This is an optimization exercise on Yosys and OpenROAD, whose aim is small area, a short achievable clock period and few clock cycles per item, not a production implementation.
In this exercise RTL edits were held to simulation tests only and were not proved equivalent to the original.
The clock port is modelled as an ideal driver, which makes a skipped or thinned clock tree look cheaper than it is; a real chip needs a root buffer or a tree.
Power figures rest on the tool's default switching activity, not on a simulated workload.

==> job 2136: inputs <==
## mproc
module mproc (input wire clk, reset, input wire [15:0] ins, output wire [15:0] addr,
  output wire halted, wb_en, output wire [2:0] wb_addr, output wire [15:0] wb_data);
  reg [15:0] rf [0:7];
  reg [15:0] pc;
  reg        x_v;       
  reg        x_h;       
  reg        x_sub;     
  reg        x_log;     
  reg        x_or;      
  reg [2:0]  x_d;
  reg [7:0]  x_sa, x_sb;  
  reg        rf_reset;  
  wire       is_alu = ins[15:11] == 5'd0;
  integer i;
  always @(posedge clk) begin
    if (reset) begin
      pc  <= 16'd0;
      x_v <= 1'b0;
      x_h <= 1'b0;
    end else if (!x_h) begin
      pc  <= pc + 16'd1;
      x_v <= is_alu;
      x_h <= !is_alu;
    end
    x_sub <= ins[10:9] == 2'b01;
    x_log <= ins[10];
    x_or  <= ins[9];
    x_d   <= ins[8:6];
    for (i = 0; i < 8; i = i + 1) begin
      x_sa[i] <= ins[2:0] == i;
      x_sb[i] <= ins[5:3] == i;
    end
    rf_reset <= reset;
  end
  reg [15:0] va, vb0;
  always @(*) begin
    va  = 16'd0;
    vb0 = 16'd0;
    for (i = 0; i < 8; i = i + 1) begin
      va  = va  | ({16{x_sa[i]}} & rf[i]);
      vb0 = vb0 | ({16{x_sb[i]}} & rf[i]);
    end
  end
  wire [15:0] vb = vb0 ^ {16{x_sub}};
  wire [15:0] sum, g, p;
  alu_add16 add (va, vb, x_sub, sum, g, p);
  wire [15:0] res = x_log ? (x_or ? (g | p) : g) : sum;
  wire [15:0] wd0 = res | {16{rf_reset}};
  ...
export LEC_CHECK = 0
export ABC_AREA = 1
export CAP_MARGIN = 20
export CORE_MARGIN = 2
export CORE_UTILIZATION = 40
export SLEW_MARGIN = 20
create_clock -name core_clock -period 12.0 [get_ports {clk}]
standard.sh (not shown) runs the stock make flow with config.mk's settings and CLKGATE_MAP_FILE= SYNTH_SCRIPT=/design/flow/synth_recipe.tcl, a recipe that flattens the netlist after the stock synthesis.
==> flow/flow/run.sh <==
#!/bin/bash
# The standard layout with four changes to how it is made:
#  - synthesis is the standard flow's own script with abc mapping for area
#    (flow/mysynth.tcl, flow/abc_area.script), and adders are left to abc
#    (no full/half-adder cells, which are slow);
#  - ports are buffered with buf_2 rather than a delay-cell buffer;
#  - the clock tree is built by flow/mytree.tcl (two balanced levels of
#    buffers: 4 clkbuf_16 roots on the clock port, 16 clkbuf_8 leaves)
#    instead of TritonCTS,
#    for a shorter clock insertion delay;
#  - timing repair works until the setup slack is at least SETUP_SLACK_MARGIN.
# Each tool's output goes to standard_flow.log (and ORFS's own logs under orfs/logs).
set -euo pipefail
bash standard.sh SYNTH_SCRIPT="$PWD/flow/mysynth.tcl" ADDER_MAP_FILE= SETUP_SLACK_MARGIN=8.8 \
  'BUFFER_PORTS_ARGS=-buffer_cell sky130_fd_sc_hd__buf_2' \
  PRE_CTS_TCL="$PWD/flow/mytree.tcl" finish > standard_flow.log 2>&1
==> flow/flow/abc_area.script <==
strash
dch
map -D 1800
topo
stime -c
==> flow/flow/mysynth.tcl <==
# The standard synthesis script (synth_recipe.tcl) with one change: abc
# maps with flow/abc_area.script instead of ORFS's: a delay-targeted map
# (map -D, in ps) that recovers area on every path faster than the target.
set mysynth_abc_script [file join [file dirname [file normalize [info script]]] abc_area.script]
proc synth {args} { yosys synth -nofsm -noshare {*}$args }
proc abc {args} {
  set i [lsearch -exact $args -script]
  if {$i >= 0} { lset args [expr {$i+1}] $::mysynth_abc_script }
  yosys abc {*}$args
}
source $::env(SCRIPTS_DIR)/synth.tcl
# left out here: clear keep_hierarchy, flatten, clean up, hide names made inside functions, write 1_2_yosys.v
==> flow/flow/mytree.tcl <==
# A shallow clock tree built by hand: the register clock pins are split into
# NLEAF clusters (k-means on their locations), each driven by one leaf
# buffer at its centre; the leaf buffers are split the same way into NROOT
# groups, each driven by one root buffer, which the clock port drives.
proc mytree_kmeans { pts k } {
  # pts: list of {x y}; returns {assign centroids}
  set n [llength $pts]
  set order [lsort -real -index 0 $pts]
  set cent {}
  for {set c 0} {$c < $k} {incr c} {
    lappend cent [lindex $order [expr {int(($c+0.5)*$n/$k)}]]
  }
  for {set iter 0} {$iter < 50} {incr iter} {
    set sum [lrepeat $k {0 0 0}]
    set assign {}
    foreach p $pts {
      lassign $p x y
      set best 0; set bd 1e30
      for {set c 0} {$c < $k} {incr c} {
        lassign [lindex $cent $c] cx cy
        set d [expr {($x-$cx)*($x-$cx)+($y-$cy)*($y-$cy)}]
        if {$d < $bd} { set bd $d; set best $c }
      }
      lappend assign $best
      lassign [lindex $sum $best] sx sy sc
      lset sum $best [list [expr {$sx+$x}] [expr {$sy+$y}] [expr {$sc+1}]]
    }
    for {set c 0} {$c < $k} {incr c} {
      lassign [lindex $sum $c] sx sy sc
      if {$sc > 0} { lset cent $c [list [expr {$sx/double($sc)}] [expr {$sy/double($sc)}]] }
    }
  }
  return [list $assign $cent]
}

proc mytree_add_buf { block master name in_net cx cy } {
  set inst [odb::dbInst_create $block $master $name]
  set net [odb::dbNet_create $block "${name}_net"]
  $net setSigType CLOCK
  [$inst findITerm A] connect $in_net
  [$inst findITerm X] connect $net
  $inst setLocation [expr {int($cx)}] [expr {int($cy)}]
  $inst setPlacementStatus PLACED
  return $net
}

proc mytree_build { nleaf nroot leafcell rootcell } {
  set block [ord::get_db_block]
  set clk_net [[[$block findBTerm clk] getNet] getName]
  set clk_net [$block findNet $clk_net]
  set iterms [$clk_net getITerms]
  set pts {}
  foreach it $iterms {
    set bb [[$it getInst] getBBox]
    lappend pts [list [expr {([$bb xMin]+[$bb xMax])/2.0}] [expr {([$bb yMin]+[$bb yMax])/2.0}]]
  }
  lassign [mytree_kmeans $pts $nleaf] la lc
  # disconnect the sinks first
  foreach it $iterms { $it disconnect }
  set rootnets {}
  if {$nroot > 0} {
    lassign [mytree_kmeans $lc $nroot] ra rc
    set rm [[ord::get_db] findMaster $rootcell]
    for {set r 0} {$r < $nroot} {incr r} {
      lassign [lindex $rc $r] cx cy
      lappend rootnets [mytree_add_buf $block $rm "mytree_root_$r" $clk_net $cx $cy]
    }
  }
  set lm [[ord::get_db] findMaster $leafcell]
  set leafnets {}
  for {set c 0} {$c < $nleaf} {incr c} {
    lassign [lindex $lc $c] cx cy
    set in $clk_net
    if {$nroot > 0} { set in [lindex $rootnets [lindex $ra $c]] }
    lappend leafnets [mytree_add_buf $block $lm "mytree_leaf_$c" $in $cx $cy]
  }
  set cnt [lrepeat $nleaf 0]
  foreach it $iterms c $la {
    $it connect [lindex $leafnets $c]
    lset cnt $c [expr {[lindex $cnt $c]+1}]
  }
  puts "mytree: [llength $iterms] sinks over $nleaf leaves ([join $cnt /]), $nroot roots"
}

# Used as ORFS's PRE_CTS_TCL hook: build the tree here, then let the CTS
# step's clock_tree_synthesis call only switch to propagated clocks; the
# rest of the step (timing repair, detailed placement) runs as usual.
mytree_build 16 4 sky130_fd_sc_hd__clkbuf_8 sky130_fd_sc_hd__clkbuf_16
rename clock_tree_synthesis mytree_unused_cts
proc clock_tree_synthesis { args } {
  puts "clock_tree_synthesis replaced by the hand-built tree (mytree.tcl)"
  set_propagated_clock [all_clocks]
}
==> job 2964 (differences from job 2136) <==
--- a/flow/flow/run.sh
+++ b/flow/flow/run.sh
@@ -5,8 +5,7 @@
 #    (no full/half-adder cells, which are slow);
 #  - ports are buffered with buf_2 rather than a delay-cell buffer;
 #  - the clock tree is built by flow/mytree.tcl (two balanced levels of
-#    buffers: 4 clkbuf_16 roots on the clock port, 16 clkbuf_8 leaves)
-#    instead of TritonCTS,
+#    clkbuf_16: 4 roots on the clock port, 12 leaves) instead of TritonCTS,
 #    for a shorter clock insertion delay;
 #  - timing repair works until the setup slack is at least SETUP_SLACK_MARGIN.
 # Each tool's output goes to standard_flow.log (and ORFS's own logs under orfs/logs).
==> flow/flow/abc_area.script (replaced) <==
strash
&get -n
&st
&dch
&nf -a
&put
topo
stime -c
--- a/flow/flow/mysynth.tcl
+++ b/flow/flow/mysynth.tcl
@@ -1,6 +1,5 @@
 # The standard synthesis script (synth_recipe.tcl) with one change: abc
-# maps with flow/abc_area.script instead of ORFS's: a delay-targeted map
-# (map -D, in ps) that recovers area on every path faster than the target.
+# maps with flow/abc_area.script (area-oriented mapping) instead of ORFS's.
 set mysynth_abc_script [file join [file dirname [file normalize [info script]]] abc_area.script]
 proc synth {args} { yosys synth -nofsm -noshare {*}$args }
 proc abc {args} {
--- a/flow/flow/mytree.tcl
+++ b/flow/flow/mytree.tcl
@@ -85,7 +85,7 @@
 # Used as ORFS's PRE_CTS_TCL hook: build the tree here, then let the CTS
 # step's clock_tree_synthesis call only switch to propagated clocks; the
 # rest of the step (timing repair, detailed placement) runs as usual.
-mytree_build 16 4 sky130_fd_sc_hd__clkbuf_8 sky130_fd_sc_hd__clkbuf_16
+mytree_build 12 4 sky130_fd_sc_hd__clkbuf_16 sky130_fd_sc_hd__clkbuf_16
 rename clock_tree_synthesis mytree_unused_cts
 proc clock_tree_synthesis { args } {
   puts "clock_tree_synthesis replaced by the hand-built tree (mytree.tcl)"
==> job 9851 (differences from job 2136) <==
--- a/flow/flow/run.sh
+++ b/flow/flow/run.sh
@@ -5,8 +5,7 @@
 #    (no full/half-adder cells, which are slow);
 #  - ports are buffered with buf_2 rather than a delay-cell buffer;
 #  - the clock tree is built by flow/mytree.tcl (two balanced levels of
-#    buffers: 4 clkbuf_16 roots on the clock port, 16 clkbuf_8 leaves)
-#    instead of TritonCTS,
+#    clkbuf_16: 4 roots on the clock port, 12 leaves) instead of TritonCTS,
 #    for a shorter clock insertion delay;
 #  - timing repair works until the setup slack is at least SETUP_SLACK_MARGIN.
 # Each tool's output goes to standard_flow.log (and ORFS's own logs under orfs/logs).
==> flow/flow/abc_area.script (replaced) <==
strash
dch
map -B 0.9
topo
stime -c
--- a/flow/flow/mysynth.tcl
+++ b/flow/flow/mysynth.tcl
@@ -1,6 +1,5 @@
 # The standard synthesis script (synth_recipe.tcl) with one change: abc
-# maps with flow/abc_area.script instead of ORFS's: a delay-targeted map
-# (map -D, in ps) that recovers area on every path faster than the target.
+# maps with flow/abc_area.script (area-oriented mapping) instead of ORFS's.
 set mysynth_abc_script [file join [file dirname [file normalize [info script]]] abc_area.script]
 proc synth {args} { yosys synth -nofsm -noshare {*}$args }
 proc abc {args} {
--- a/flow/flow/mytree.tcl
+++ b/flow/flow/mytree.tcl
@@ -85,7 +85,7 @@
 # Used as ORFS's PRE_CTS_TCL hook: build the tree here, then let the CTS
 # step's clock_tree_synthesis call only switch to propagated clocks; the
 # rest of the step (timing repair, detailed placement) runs as usual.
-mytree_build 16 4 sky130_fd_sc_hd__clkbuf_8 sky130_fd_sc_hd__clkbuf_16
+mytree_build 12 4 sky130_fd_sc_hd__clkbuf_16 sky130_fd_sc_hd__clkbuf_16
 rename clock_tree_synthesis mytree_unused_cts
 proc clock_tree_synthesis { args } {
   puts "clock_tree_synthesis replaced by the hand-built tree (mytree.tcl)"
- CORE_UTILIZATION: 40 -> 60
- PLACE_DENSITY: default -> 0.7
==> comparison table <==
quantity                                                                     job 2964             job 2136             job 9851
Run status                                                             finished clean       finished clean       finished clean
CTS clock-pin slew for the worst setup and hold paths                         0.09 ns              0.10 ns              0.07 ns
Power density over the cells                                            178.3 nW/um^2        161.1 nW/um^2        156.4 nW/um^2
Met1 usage                                                                     30.33%               28.33%               40.31%
Initial Util                                                                   40.78%               40.52%               60.80%
Synthesized net count                                                             654                  797                 1110
Fraction of power consumed by the clock network                                 23.6%                24.1%                27.6%
Clock Power                                                                0.000427 W           0.000372 W           0.000426 W
Routed met2 length                                                           11.54 mm             10.26 mm             11.66 mm
Count of non-CTS inverters in the layout                                           16                   71                   96
Worst flop-to-flop path endpoint                                  rf[4][15]$_DFFE_PP_  rf[1][12]$_DFFE_PP_  rf[5][13]$_DFFE_PP_
Slowest cell on the critical path                                             dfxtp_4              dfxtp_1              dfxtp_2
Psw                                                                       0.0005250 W          0.0004509 W          0.0004267 W
Area occupied by multi-input gates                                         3228 sq um           3060 sq um           3369 sq um
Row cnt                                                                            51                   52                   44
Post-placement setup slack                                                   7.924 ns             7.963 ns             8.252 ns
Avg Inst Size Synth                                                       12.48 sq um          10.49 sq um          8.031 sq um
Detailed-routing iteration count for the pre-antenna-repair pass                    9                    5                    6
Testbench counts of job 2136, summed over its fixed seeds: cycles 29,394, instrs 28,434.
Testbench counts of job 2964, summed over its fixed seeds: cycles 29,394, instrs 28,434.
Testbench counts of job 9851, summed over its fixed seeds: cycles 29,394, instrs 28,434.
No run of this note takes its clock network from TritonCTS; it comes from the design's own scripts or RTL.

==> afterwards: timing with drivers on the ports <==
In the flow no input, the clock included, has a driving cell. The finished layouts below were timed again as built, in two steps. Step 1, drivers: a clkbuf_16 drives clk and a buf_2 each remaining input, both assumed. Step 2, shift: input delay + t, output delay - t, t = (earliest + latest rising clock arrival at the registers) / 2. This alone moves slack from input paths to output paths. a / b / c = ideal ports / drivers / drivers and shift; a / b = the first two.
run	t (ns)	setup WS [ns]	hold WS [ns]	worst slew at a driven data input, ns	cell pins on the clock port's net
job 2136	0.385	8.831 / 8.732 / 8.593	0.368 / 0.368 / 0.368	0.03	4
job 2964	0.388	8.578 / 8.578 / 8.578	0.431 / 0.431 / 0.431	0.03	4
job 9851	0.389	8.833 / 8.725 / 8.731	0.366 / 0.366 / 0.366	0.03	4
After both steps every run listed still meets setup and hold. The setup slack of job 2136, which loses most, moves by -0.099 ns with the drivers and by -0.238 ns with both steps.
